Context: an optimization exercise on an open-source flow, tuned for small area. The choices shown serve that exercise and are no tape-out recipe. Only simulation tests tie the RTL to the original design; equivalence was not proved. Power figures rest on the tool's default switching activity, not on a simulated workload.

File: flow/design.v
module hvsync_generator(clk, ce, reset,vga_h_sync, vga_v_sync, inDisplayArea, CounterX, CounterY);
input clk;
input ce;
input reset;
output vga_h_sync, vga_v_sync;
output inDisplayArea;
output [9:0] CounterX;
output [9:0] CounterY;
reg [9:0] CounterX;
reg [9:0] CounterY;
reg vga_HS, vga_VS;
reg inDisplayArea;
always @(posedge clk)
begin
   if(reset)
      CounterX <= 0;
   else if(!ce)
      CounterX <= CounterX;
   else if(CounterX==10'h320)
	   CounterX <= 0;
   else
	   CounterX <= CounterX +1;
end
always @(posedge clk)
begin
   if(reset)
      CounterY<=0; 
   else if(!ce)
      CounterY <= CounterY;
   else if(CounterY==10'h209)     
      CounterY<=0;
   else if(CounterX==10'h320)     
      CounterY <= CounterY + 1;
end
always @(posedge clk)
if(reset || ce)
begin
	vga_HS <= (CounterX>655 && CounterX<752); 	 
	vga_VS <= (CounterY==490 ||CounterY==491); 	 
end 
always @(posedge clk)
   if(reset)
      inDisplayArea<=0;
   else if(ce)
	   inDisplayArea <= (CounterX<640) && (CounterY<480);
assign vga_h_sync = ~vga_HS;
assign vga_v_sync = ~vga_VS;
endmodule
`timescale 1ns / 1ps
module ee354_spinvaders_sm(Clk, ce, reset, L, R, shoot, topY, midY, botY, position, projectileX, projectileY, returnX, returnY,
	alien1X, alien2X,alien3X,alien4X,alien5X,alien6X,alien7X,alien8X,alien9X,alien10X,alien11X,alien12X,alien13X,alien14X,alien15X, score  
		);
    input Clk, ce, reset;
	 input L, R;
	 input shoot;
	 output[9:0] topY, midY, botY;
	 output[3:0] score;
	 output reg[9:0] position;
	 output reg[9:0] alien1X, alien2X,alien3X,alien4X,alien5X;
	 output reg[9:0] alien6X, alien7X,alien8X,alien9X,alien10X;
	 output reg[9:0] alien11X, alien12X,alien13X,alien14X,alien15X;
	 reg[9:0] topY, midY, botY, base;
	 reg[3:0] score;
	 reg[3:0] direction;
	 wire gameOver;
	 output reg[9:0] returnX, returnY;
	 reg[3:0] alienSel;
	 output reg[9:0] projectileX, projectileY;
	assign gameOver = (score == 15) || (botY > 410) || ( returnY > 415 && returnY < 435 && returnX > position-10 && returnX < position+10);
    always @(posedge Clk)  
		if(reset || ce)
		begin
			if(reset || gameOver)
			begin
				position <= 300;
			end
			else if(R && ~L)
				position <= position+5;
			else if(L && ~R)
				position <= position-5;
		end
	always @(posedge Clk)  
	if(reset || ce)
	begin
		if(reset)
		begin
			alienSel <= 1;
			returnX <= 0;
			returnY <= 0;
		end
		else if( returnY >= 480 )
		begin
			case(alienSel)
			4'd0: alienSel <= alienSel + 6;
			4'd1: 
			if(alien1X == 950) alienSel <=alienSel + 6;
			else
			begin
				returnX <= alien1X;
				returnY <= topY;
			end
			4'd2: 
			if(alien2X == 950)alienSel <= alienSel + 6;
			else
			begin
				returnX <= alien2X;
				returnY <= topY;
			end
			4'd3: 
			if(alien3X == 950)alienSel <= alienSel + 6;
			else
			begin
				returnX <= alien3X;
				returnY <= topY;
			end
			4'd4: 
			if(alien4X == 950)alienSel <= alienSel + 6;
			else
			begin
				returnX <= alien4X;
				returnY <= topY;
			end
			4'd5: 
			if(alien5X == 950)alienSel <= alienSel + 6;
			else
			begin
				returnX <= alien5X;
				returnY <= topY;
			end
			4'd6: 
			if(alien6X == 950)alienSel <= alienSel + 6;
			else
			begin
				returnX <= alien6X;
				returnY <= midY;
			end
			4'd7: 
			if(alien7X == 950)alienSel <= alienSel + 6;
			else
			begin
				returnX <= alien7X;
				returnY <= midY;
			end
			4'd8: 
			if(alien8X == 950)alienSel <= alienSel + 6;
			else
			begin
				returnX <= alien8X;
				returnY <= midY;
			end
			4'd9: 
			if(alien9X == 950)alienSel <= alienSel + 6;
			else
			begin
				returnX <= alien9X;
				returnY <= midY;
			end
			4'd10: 
			if(alien10X == 950)alienSel <= alienSel + 6;
			else
			begin
				returnX <= alien10X;
				returnY <= midY;
			end
			4'd11: 
			if(alien11X == 950)alienSel <= alienSel + 6;
			else
			begin
				returnX <= alien11X;
				returnY <= botY;
			end
			4'd12: 
			if(alien12X == 950)alienSel <= alienSel + 6;
			else
			begin
				returnX <= alien12X;
				returnY <= botY;
			end
			4'd13: 
			if(alien13X == 950)alienSel <= alienSel + 6;
			else
			begin
				returnX <= alien13X;
				returnY <= botY;
			end
			4'd14: 
			if(alien14X == 950)alienSel <= alienSel + 6;
			else
			begin
				returnX <= alien14X;
				returnY <= botY;
			end
			4'd15: 
			if(alien15X == 950)alienSel <= alienSel + 6;
			else
			begin
				returnX <= alien15X;
				returnY <= botY;
			end
			endcase
		end
		else
		begin
			returnY <= returnY + 10;
		end
	end
	 always @ (posedge Clk)  
	 if(reset || ce)
	 begin
		if(direction)
		begin
			if(base > 25)
			begin
				direction <= 0;
				topY <= topY + 7;
				midY <= midY + 7;
				botY <= botY + 7;
			end
			else
			begin
				alien1X <= alien1X + 2; 		
				alien2X <= alien2X + 2;
				alien3X <= alien3X + 2;
				alien4X <= alien4X + 2;
				alien5X <= alien5X + 2;
				alien6X <= alien6X + 2;
				alien7X <= alien7X + 2;
				alien8X <= alien8X + 2;
				alien9X <= alien9X + 2;
				alien10X <= alien10X + 2;
				alien11X <= alien11X + 2;
				alien12X <= alien12X + 2;
				alien13X <= alien13X + 2;
				alien14X <= alien14X + 2;
				alien15X <= alien15X + 2;
				base <= base + 1;
			end
		end
		else
		begin
		if(base == 0)
		begin
				direction <=1;
				topY <= topY + 7;
				midY <= midY + 7;
				botY <= botY + 7;
		end
			else
			begin
				base <= base-1;
				alien1X <= alien1X - 2; 		
				alien2X <= alien2X - 2;
				alien3X <= alien3X - 2;
				alien4X <= alien4X - 2;
				alien5X <= alien5X - 2;
				alien6X <= alien6X - 2;
				alien7X <= alien7X - 2;
				alien8X <= alien8X - 2;
				alien9X <= alien9X - 2;
				alien10X <= alien10X - 2;
				alien11X <= alien11X - 2;
				alien12X <= alien12X - 2;
				alien13X <= alien13X - 2;
				alien14X <= alien14X - 2;
				alien15X <= alien15X - 2;
			end
		end
		if(reset || gameOver)
		begin
			direction <= 1;
			base <= 0;
			projectileX <= 10'd900;
			projectileY <= 0;
			alien1X <= 10'd75; 		
			alien2X <= 10'd175;
			alien3X <= 10'd275;
			alien4X <= 10'd375;
			alien5X <= 10'd475;
			alien6X <= 10'd150;
			alien7X <= 10'd250;
			alien8X <= 10'd350;
			alien9X <= 10'd450;
			alien10X <= 10'd550;
			alien11X <= 10'd75;
			alien12X <= 10'd175;
			alien13X <= 10'd275;
			alien14X <= 10'd375;
			alien15X <= 10'd475;
			topY <= 10'd50;
			midY <= 10'd100;
			botY <= 10'd150;
			score <= 0;
		end
		 else if(projectileX == 10'd900 )  
		 begin
			if(shoot)  
			begin
				projectileX <= position;
				projectileY <= 400;
			end
		 end
		 else if(projectileY == 0)  
		 begin
			projectileX <= 10'd900;  
			projectileY <= 10;
		 end
		 else if( projectileY <= topY +10 && projectileY >= topY-10)  
		 begin 
			if(projectileX <= alien1X+20 && projectileX >=alien1X-20)
			begin
				projectileX <= 10'd900;
				projectileY <=10;
				alien1X <= 10'd950;
				score <= score + 1;
			end
			else if(projectileX <= alien2X+20 && projectileX >=alien2X-20)
			begin
				projectileX <= 10'd900;
				projectileY <= 10;
				alien2X <= 10'd950;
				score <= score + 1;
			end
			else if(projectileX <= alien3X+20 && projectileX >=alien3X-20)
			begin
				projectileX <= 10'd900;
				projectileY <= 10;
				alien3X <= 10'd950;
				score <= score + 1;
			end
			else if(projectileX <= alien4X+20 && projectileX >=alien4X-20)
			begin
				projectileX <= 10'd900;
				projectileY <= 10;
				alien4X <= 10'd950;
				score <= score + 1;
			end
			else if(projectileX <= alien5X+20 && projectileX >=alien5X-20)
			begin
				projectileX <= 10'd900;
				projectileY <=0;
				alien5X <= 10'd950;
				score <= score + 1;
			end
			else
				projectileY <= projectileY - 10;
		 end
		 else if( projectileY <= midY +10 && projectileY >= midY-10)  
		 begin
			if(projectileX <= alien6X+20 && projectileX >=alien6X-20)
			begin
				projectileX <= 10'd900;
				projectileY <=0;
				alien6X <= 10'd950;
				score <= score + 1;
			end
			else if(projectileX <= alien7X+20 && projectileX >=alien7X-20) 
			begin
				projectileX <= 10'd900;
				projectileY <=0;
				alien7X <= 10'd950;
				score <= score + 1;
			end
			else if(projectileX <= alien8X+20 && projectileX >=alien8X-20)
			begin
				projectileX <= 10'd900;
				projectileY <=0;
				alien8X <= 10'd950;
				score <= score + 1;
			end
			else if(projectileX <= alien9X+20 && projectileX >=alien9X-20)
			begin
				projectileX <= 10'd900;
				projectileY <=0;
				alien9X <= 10'd950;
				score <= score + 1;
			end
			else if(projectileX <= alien10X+20 && projectileX >=alien10X-20)
			begin
				projectileX <= 10'd900;
				projectileY <=0;
				alien10X <= 10'd950;
				score <= score + 1;
			end
			else
				projectileY <= projectileY - 10;
		 end
		 else if( projectileY <= botY +10 && projectileY >= botY-10)  
		 begin
			if(projectileX <= alien11X+20 && projectileX >=alien11X-20)
			begin
				projectileX <= 10'd900;
				projectileY <=0;
				alien11X <= 10'd950;
				score <= score + 1;
			end
			else if(projectileX <= alien12X+20 && projectileX >=alien12X-20)
			begin
				projectileX <= 10'd900;
				projectileY <=0;
				alien12X <= 10'd950;
				score <= score + 1;
			end
			else if(projectileX <= alien13X+20 && projectileX >=alien13X-20)
			begin
				projectileX <= 10'd900;
				projectileY <=0;
				alien13X <= 10'd950;
				score <= score + 1;
			end
			else if(projectileX <= alien14X+20 && projectileX >=alien14X-20)
			begin
				projectileX <= 10'd900;
				projectileY <=0;
				alien14X <= 10'd950;
				score <= score + 1;
			end
			else if(projectileX <= alien15X+20 && projectileX >=alien15X-20)
			begin
				projectileX <= 10'd900;
				projectileY <=0;
				alien15X <= 10'd950;
				score <= score + 1;
			end
			else
				projectileY <= projectileY - 10;
		 end
		 else  
		 begin
			projectileY <= projectileY - 10; 
		 end
	 end
endmodule 
`timescale 1ns / 1ps
module vga_demo(ClkPort, vga_h_sync, vga_v_sync, vga_r, vga_g, vga_b, Sw0, Sw1, btnU, btnR, btnL,
	St_ce_bar, St_rp_bar, Mt_ce_bar, Mt_St_oe_bar, Mt_St_we_bar,
	An0, An1, An2, An3, Ca, Cb, Cc, Cd, Ce, Cf, Cg, Dp,
	LD0, LD1, LD2, LD3, LD4, LD5, LD6, LD7);
	input ClkPort, btnU, btnR, btnL, Sw0, Sw1;
	output St_ce_bar, St_rp_bar, Mt_ce_bar, Mt_St_oe_bar, Mt_St_we_bar;
	output vga_h_sync, vga_v_sync, vga_r, vga_g, vga_b;
	output An0, An1, An2, An3, Ca, Cb, Cc, Cd, Ce, Cf, Cg, Dp;
	output LD0, LD1, LD2, LD3, LD4, LD5, LD6, LD7;
	reg vga_r, vga_g, vga_b;
	wire	reset, start, board_clk, pixel_ce, game_ce;
	assign board_clk = ClkPort;
	assign reset = Sw0;
	assign start = Sw1;
	reg [12:0]	DIV_CLK;
	always @ (posedge board_clk)
	begin : CLOCK_DIVIDER
      if (reset)
			DIV_CLK <= 0;
      else
			DIV_CLK <= DIV_CLK + 1'b1;
	end	
	assign	pixel_ce = (DIV_CLK[1:0] == 2'b01);        
	assign	game_ce = (DIV_CLK[12:0] == 13'h0FFF);     
	assign 	{St_ce_bar, St_rp_bar, Mt_ce_bar, Mt_St_oe_bar, Mt_St_we_bar} = {5'b11111};
	wire inDisplayArea;
	wire [9:0] CounterX;
	wire [9:0] CounterY;
	wire[9:0] alien1X, alien2X,alien3X,alien4X,alien5X;
	wire[9:0] alien6X, alien7X,alien8X,alien9X,alien10X;
	wire[9:0] alien11X, alien12X,alien13X,alien14X,alien15X;
	wire[9:0] topY, midY, botY;
	wire[3:0] score;
	wire[9:0] projectileX, projectileY;
	hvsync_generator syncgen(.clk(board_clk), .ce(pixel_ce), .reset(reset),.vga_h_sync(vga_h_sync), .vga_v_sync(vga_v_sync), .inDisplayArea(inDisplayArea), .CounterX(CounterX), .CounterY(CounterY));
	wire [9:0] playerX;
	reg [9:0] playerY;
	wire[9:0] returnX, returnY;
	ee354_spinvaders_sm Invaders(.Clk(board_clk), .ce(game_ce), .reset(reset), .L(btnL), .R(btnR), .shoot(btnU), .topY(topY), .midY(midY), .botY(botY), .position(playerX), .projectileX(projectileX), .projectileY(projectileY), .returnX(returnX), .returnY(returnY),
	.alien1X(alien1X), .alien2X(alien2X), .alien3X(alien3X),.alien4X(alien4X), .alien5X(alien5X), 
	.alien6X(alien6X), .alien7X(alien7X), .alien8X(alien8X), .alien9X(alien9X), .alien10X(alien10X), 
	.alien11X(alien11X), .alien12X(alien12X), .alien13X(alien13X), .alien14X(alien14X),.alien15X(alien15X), .score(score));
	wire R = (CounterX>=(alien1X-20) && CounterX<=(alien1X+20) && CounterY<=(topY+10) && CounterY>=(topY-10)) || 
		(CounterX>=(alien2X-20) && CounterX<=(alien2X+20) && CounterY<=(topY+10) && CounterY>=(topY-10)) || 
		(CounterX>=(alien3X-20) && CounterX<=(alien3X+20) && CounterY<=(topY+10) && CounterY>=(topY-10)) || 
		(CounterX>=(alien4X-20) && CounterX<=(alien4X+20) && CounterY<=(topY+10) && CounterY>=(topY-10)) || 
		(CounterX>=(alien5X-20) && CounterX<=(alien5X+20) && CounterY<=(topY+10) && CounterY>=(topY-10)) || 
		(CounterX>=(alien6X-20) && CounterX<=(alien6X+20) && CounterY<=(midY+10) && CounterY>=(midY-10)) || 
		(CounterX>=(alien7X-20) && CounterX<=(alien7X+20) && CounterY<=(midY+10) && CounterY>=(midY-10)) || 
		(CounterX>=(alien8X-20) && CounterX<=(alien8X+20) && CounterY<=(midY+10) && CounterY>=(midY-10)) || 
		(CounterX>=(alien9X-20) && CounterX<=(alien9X+20) && CounterY<=(midY+10) && CounterY>=(midY-10)) || 
		(CounterX>=(alien10X-20) && CounterX<=(alien10X+20) && CounterY<=(midY+10) && CounterY>=(midY-10)) || 
		(CounterX>=(alien11X-20) && CounterX<=(alien11X+20) && CounterY<=(botY+10) && CounterY>=(botY-10)) || 
		(CounterX>=(alien12X-20) && CounterX<=(alien12X+20) && CounterY<=(botY+10) && CounterY>=(botY-10)) ||
		(CounterX>=(alien13X-20) && CounterX<=(alien13X+20) && CounterY<=(botY+10) && CounterY>=(botY-10)) || 
		(CounterX>=(alien14X-20) && CounterX<=(alien14X+20) && CounterY<=(botY+10) && CounterY>=(botY-10)) || 
		(CounterX>=(alien15X-20) && CounterX<=(alien15X+20) && CounterY<=(botY+10) && CounterY>=(botY-10)); 
	wire G = CounterX>=(playerX-20) && CounterX<=(playerX+20) && CounterY<=(425+10) && CounterY>=(425-10);
	wire B = (CounterX>=(projectileX-2) && CounterX<=(projectileX+2) && CounterY<=(projectileY+5) && CounterY>=(projectileY-5)) ||
				(CounterX>=(returnX-2) && CounterX<=(returnX+2) && CounterY<=(returnY+5) && CounterY>=(returnY-5));
	always @(posedge board_clk)
	if (reset || pixel_ce)
	begin
		vga_r <= R & inDisplayArea;
		vga_g <= G & inDisplayArea;
		vga_b <= B & inDisplayArea;
	end
	wire [3:0] p2_score = 4'b0000;
	wire [3:0] p1_score = 4'b0000;
	wire [1:0] state = 2'b00;
	wire LD0, LD1, LD2, LD3, LD4, LD5, LD6, LD7;
	assign LD0 = (p1_score == 4'b1010);
	assign LD1 = (p2_score == 4'b1010);
	assign LD2 = start;
	assign LD4 = reset;
	assign LD3 = (state == 2'b00);
	assign LD5 = (state == 2'b01);	
	assign LD6 = (state == 2'b10);
	assign LD7 = (state == 2'b11);
	reg 	[3:0]	SSD;
	wire 	[3:0]	SSD0, SSD1, SSD2, SSD3;
	wire 	[1:0] ssdscan_clk;
	assign SSD3 = 4'b1111;
	assign SSD2 = 4'b1111;
	assign SSD1 = 4'B1111;
	assign SSD0 = score[3:0];
	assign ssdscan_clk = DIV_CLK[10:9];	
	assign An0	= !(~(ssdscan_clk[1]) && ~(ssdscan_clk[0]));   
	assign An1	= !(~(ssdscan_clk[1]) &&  (ssdscan_clk[0]));   
	assign An2	= !( (ssdscan_clk[1]) && ~(ssdscan_clk[0]));   
	assign An3	= !( (ssdscan_clk[1]) &&  (ssdscan_clk[0]));   
	always @ (ssdscan_clk, SSD0, SSD1, SSD2, SSD3)
	begin : SSD_SCAN_OUT
		case (ssdscan_clk) 
			2'b00:
					SSD = SSD0;
			2'b01:
					SSD = SSD1;
			2'b10:
					SSD = SSD2;
			2'b11:
					SSD = SSD3;
		endcase 
	end	
	reg [6:0]  SSD_CATHODES;
	assign {Ca, Cb, Cc, Cd, Ce, Cf, Cg, Dp} = {SSD_CATHODES, 1'b1};
	always @ (SSD) 
	begin : HEX_TO_SSD
		case (SSD)		
			4'b1111: SSD_CATHODES = 7'b1111111 ;  
			4'b0000: SSD_CATHODES = 7'b0000001 ;  
			4'b0001: SSD_CATHODES = 7'b1001111 ;  
			4'b0010: SSD_CATHODES = 7'b0010010 ;  
			4'b0011: SSD_CATHODES = 7'b0000110 ;  
			4'b0100: SSD_CATHODES = 7'b1001100 ;  
			4'b0101: SSD_CATHODES = 7'b0100100 ;  
			4'b0110: SSD_CATHODES = 7'b0100000 ;  
			4'b0111: SSD_CATHODES = 7'b0001111 ;  
			4'b1000: SSD_CATHODES = 7'b0000000 ;  
			4'b1001: SSD_CATHODES = 7'b0000100 ;  
			4'b1010: SSD_CATHODES = 7'b0001000 ;  
			4'b1011: SSD_CATHODES = 7'b1100000 ;  
			4'b1100: SSD_CATHODES = 7'b0110001 ;  
			4'b1101: SSD_CATHODES = 7'b1000010 ;  
			4'b1110: SSD_CATHODES = 7'b0110000 ;  
			4'b1111: SSD_CATHODES = 7'b0111000 ;  
			default: SSD_CATHODES = 7'b1111111 ;  
		endcase
	end
endmodule
File: flow/run.sh
#!/bin/bash
# synth_recipe.tcl (not shown) runs the flow's synth.tcl, then flattens the netlist and writes it again
# the make line also repeats each setting of config.mk as NAME=value (left out here)
make -C /OpenROAD-flow-scripts/flow DESIGN_CONFIG=/design/flow/config.mk WORK_HOME=/design/flow/orfs CLKGATE_MAP_FILE= SYNTH_SCRIPT=/design/flow/synth_recipe.tcl finish
File: flow/config.mk
export PLATFORM = sky130hd
export DESIGN_NAME = vga_demo
export DESIGN_NICKNAME = vga_demo
export VERILOG_FILES = /design/flow/design.v
export SDC_FILE = /design/flow/constraint.sdc
export NUM_CORES = 4
export LEC_CHECK = 0
export CAP_MARGIN = 20
export CORE_MARGIN = 2
export CORE_UTILIZATION = 40
export PLACE_DENSITY = 0.6
export SLEW_MARGIN = 20
File: flow/constraint.sdc
create_clock -name core_clock -period 10.0 [get_ports {ClkPort}]
set_input_delay 2.0000 -clock core_clock [delete_from_list [all_inputs] [get_ports {ClkPort}]]
set_output_delay 2.0000 -clock core_clock [all_outputs]
set_load 0.01 [all_outputs]
==> summary.txt <==
## area by class of cell
cell class,count,share of cell area
Clock buffer,45,0.0229
Timing Repair Buffer,89,0.0169
Tap cell,1368,0.0392
Multi-Input combinational cell,4149,0.713
Sequential cell,287,0.190
Clock inverter,23,0.00393
Inverter,160,0.0139
## metal layers
layer	track usage	part of all wire
met2	0.411	0.45
met3	0.0326	0.065
met5	0	0.000083
met4	0.0859	0.038
met1	0.335	0.45
## final timing paths
kind	cells past startpoint	start	end	slack, ns
setup / recovery	3	Sw0	LD4	4.72
hold / removal	1	DIV_CLK[0]$_SDFF_PP0_	DIV_CLK[0]$_SDFF_PP0_	0.46
setup reg to reg	13	Invaders.alien7X[5]$_SDFFCE_PP1N_	Invaders.projectileX[9]$_SDFFCE_PP1P_	4.84
hold reg to reg	1	DIV_CLK[0]$_SDFF_PP0_	DIV_CLK[0]$_SDFF_PP0_	0.46
## stage by stage
step	power (mW)	hold WS, ns	worst slack (ns)	area, um^2
2_1_floorplan	3.58	0.430	3.63	41000
5_1_grt	6.14	0.502	4.57	43600
3_3_place_gp	4.31	0.444	4.45	42400
3_5_place_dp	4.35	0.461	4.39	42400
4_1_cts	5.71	0.475	4.71	43600
6_report	5.73	0.465	4.72	43600
## power groups by stage
stage,clock network [mW],logic (mW),registers (mW)
after CTS,1.36,2.62,1.73
final,1.34,2.65,1.74
after global placement,0,2.55,1.75
after global routing,1.40,2.98,1.76
after detailed placement,0,2.60,1.76
after floorplan,0,1.98,1.60
## kinds of logic after synthesis
family                     Yosys count  synth area share
and+or+nand+nor                   1540             0.187
DFF                                287             0.202
adders and majority gates          865             0.265
xor gates and xnor gates           499             0.107
buffers and inverters              392            0.0397
AOI/OAI and AO/OA                 1205             0.191
muxes                               27           0.00856
other                                2          0.000183
## layout by cell type, fill, tap and decap left out, types with 105 or more instances in the layout
master / count
xor2_1: 258
nor2_1: 362
nand3_1: 154
o21ai_0: 292
nand4_1: 110
nor3_1: 125
nand2_1: 366
inv_1: 156
xnor2_1: 241
a21o_1: 105
edfxtp_1: 253
ha_1: 862
a21oi_1: 287
==> results.json <==
{
  "path_buf_inv": 3,
  "core_area_um2": 102000,
  "area_growth_syn_to_layout_pct": 6.61,
  "status": "complete, no violations",
  "ant_nets": 0,
  "period_minus_slack_ns": 5.28,
  "cpPeakStageDelay_ns": 0.60,
  "ys_seq_elements": 287,
  "fmax_mhz": 189,
  "wire_per_inst_um": 21.8,
  "grt_pass1_vias": 35200,
  "yosys-top-cells-count": "862 x ha_1, 366 x nand2_1, 364 x nor2_1",
  "multi_input_area_um2": 31100,
  "synth_edf_count": 253,
  "switching_share": 0.430,
  "route.detailed.drc": 0,
  "ctsLongestPathBuffers": 3,
  "num_rows": 117,
  "hpwl_mm": 94.7,
  "drv_slew": 0,
  "place_inst": 6052,
  "antenna_cells": 0,
  "p_int_mw": 3.26,
  "power_frac_seq": 0.303,
  "fin_skew_ns": 0.0293,
  "globalplace.congestion": 0.945,
  "ys_warn_count": 3,
  "die_x_um": 324,
  "cp_top_family": "buffers and inverters",
  "drive_above_1_share": 0.0402,
  "fin_util": 0.430,
  "synth_area_leaders": "ha_1 26%, edfxtp_1 19%, xor2_1 5.5%",
  "initial_core_util": 0.403,
  "grt_overflow": 0,
  "timing_worst_setup_path_type": "input port to output pin",
  "netlist_instances": 4817,
  "tightest_slew_ns": 1.18,
  "port_buffers": 21,
  "postCtsHoldBufs": 0,
  "hp-class": "flip-flop to flip-flop",
  "clock_latency_ns": 0.58,
  "final_hold_viol_count": 0,
  "ir_drop_mv": 0.105,
  "finalSetupViolCount": 0,
  "first_pass_iters": 6,
  "ys.flop_type": "edfxtp_1",
  "crit_path_start_kind": "input port",
  "cp.arrival_ns": 3.28,
  "rsz0062_at_grt": "no",
  "path_max_fanout": 17,
  "vias": 36800,
  "finalNonFillerCells": 6121,
  "drtIter0Drc": 2989,
  "fin_crit_sh": 0.528,
  "top_register": "DIV_CLK",
  "synthArstFlopShare": 0,
  "nNetsFinal": 5594,
  "clkPwrFrac": 0.234,
  "via_per_inst": 6.02,
  "post_cts_resized": 0,
  "crit_required_ns": 8.00,
  "cts_tree": "yes",
  "clk_pin_slew_ns": 0.06,
  "yosysSeqAreaShare": 0.202,
  "postCtsSetupRepairBufs": 0,
  "maxCapViolCount": 0,
  "die-area_um2": 105000,
  "yosysTopAreaCell": "ha_1",
  "htree_levels": 2,
  "largest_reg_flops": 13,
  "grt_usage": 0.250,
  "fin_tns_setup_ns": 0,
  "path_cells": "buf_2 > buf_4 > clkdlybuf4s50_1",
  "synthDistinctLibCells": 93,
  "grt_pass1_wl_mm": 206,
  "numClockSinks": 287,
  "end_kind": "output pin",
  "p_per_area_nw_per_um2": 131,
  "postSynthAreaPerCell_um2": 8.50,
  "cts_made_buffers": 37,
  "p_leak_nw": 18.2,
  "yosysMostFrequentCell": "ha_1",
  "seq_area_um2": 8290,
  "fillers": 10200,
  "detail_route.wirelength_mm": 133,
  "fp.dieH_um": 324,
  "cts_root_buffer": "clkbuf_16",
  "antenna_found_initial": 3,
  "power_frac_comb": 0.463,
  "pin_count": 36,
  "p_sw_mw": 2.46,
  "grt_max_degree": 68,
  "synth.top_cell.area_share": 0.264,
  "relSlewSlack": 0.209,
  "slowest_stage": "clkdlybuf4s50_1",
  "syn-cell-area_um2": 40900
}

[afterwards: timing with drivers on the ports]
The results above use ideal ports. As a check the final layout listed here was re-extracted and re-timed, cells and wires unchanged.
Step 1 assumes that a clkbuf_16 drives the clock port and a buf_2 every other input.
Step 2, shift: input delay + t, output delay - t, t = (earliest + latest rising clock arrival at the registers) / 2. This alone moves slack from input paths to output paths.
Three values: ideal, step 1, step 2; two values: the first two.
shift t [ns]: 0.636
slack for setup (ns): 4.721 / 4.690 / 4.394
cell pins on the clock port's net: 1
After both steps this run still meets setup and hold. For this run, drivers alone change the setup slack by -0.031 ns; drivers and shift together by -0.327 ns.
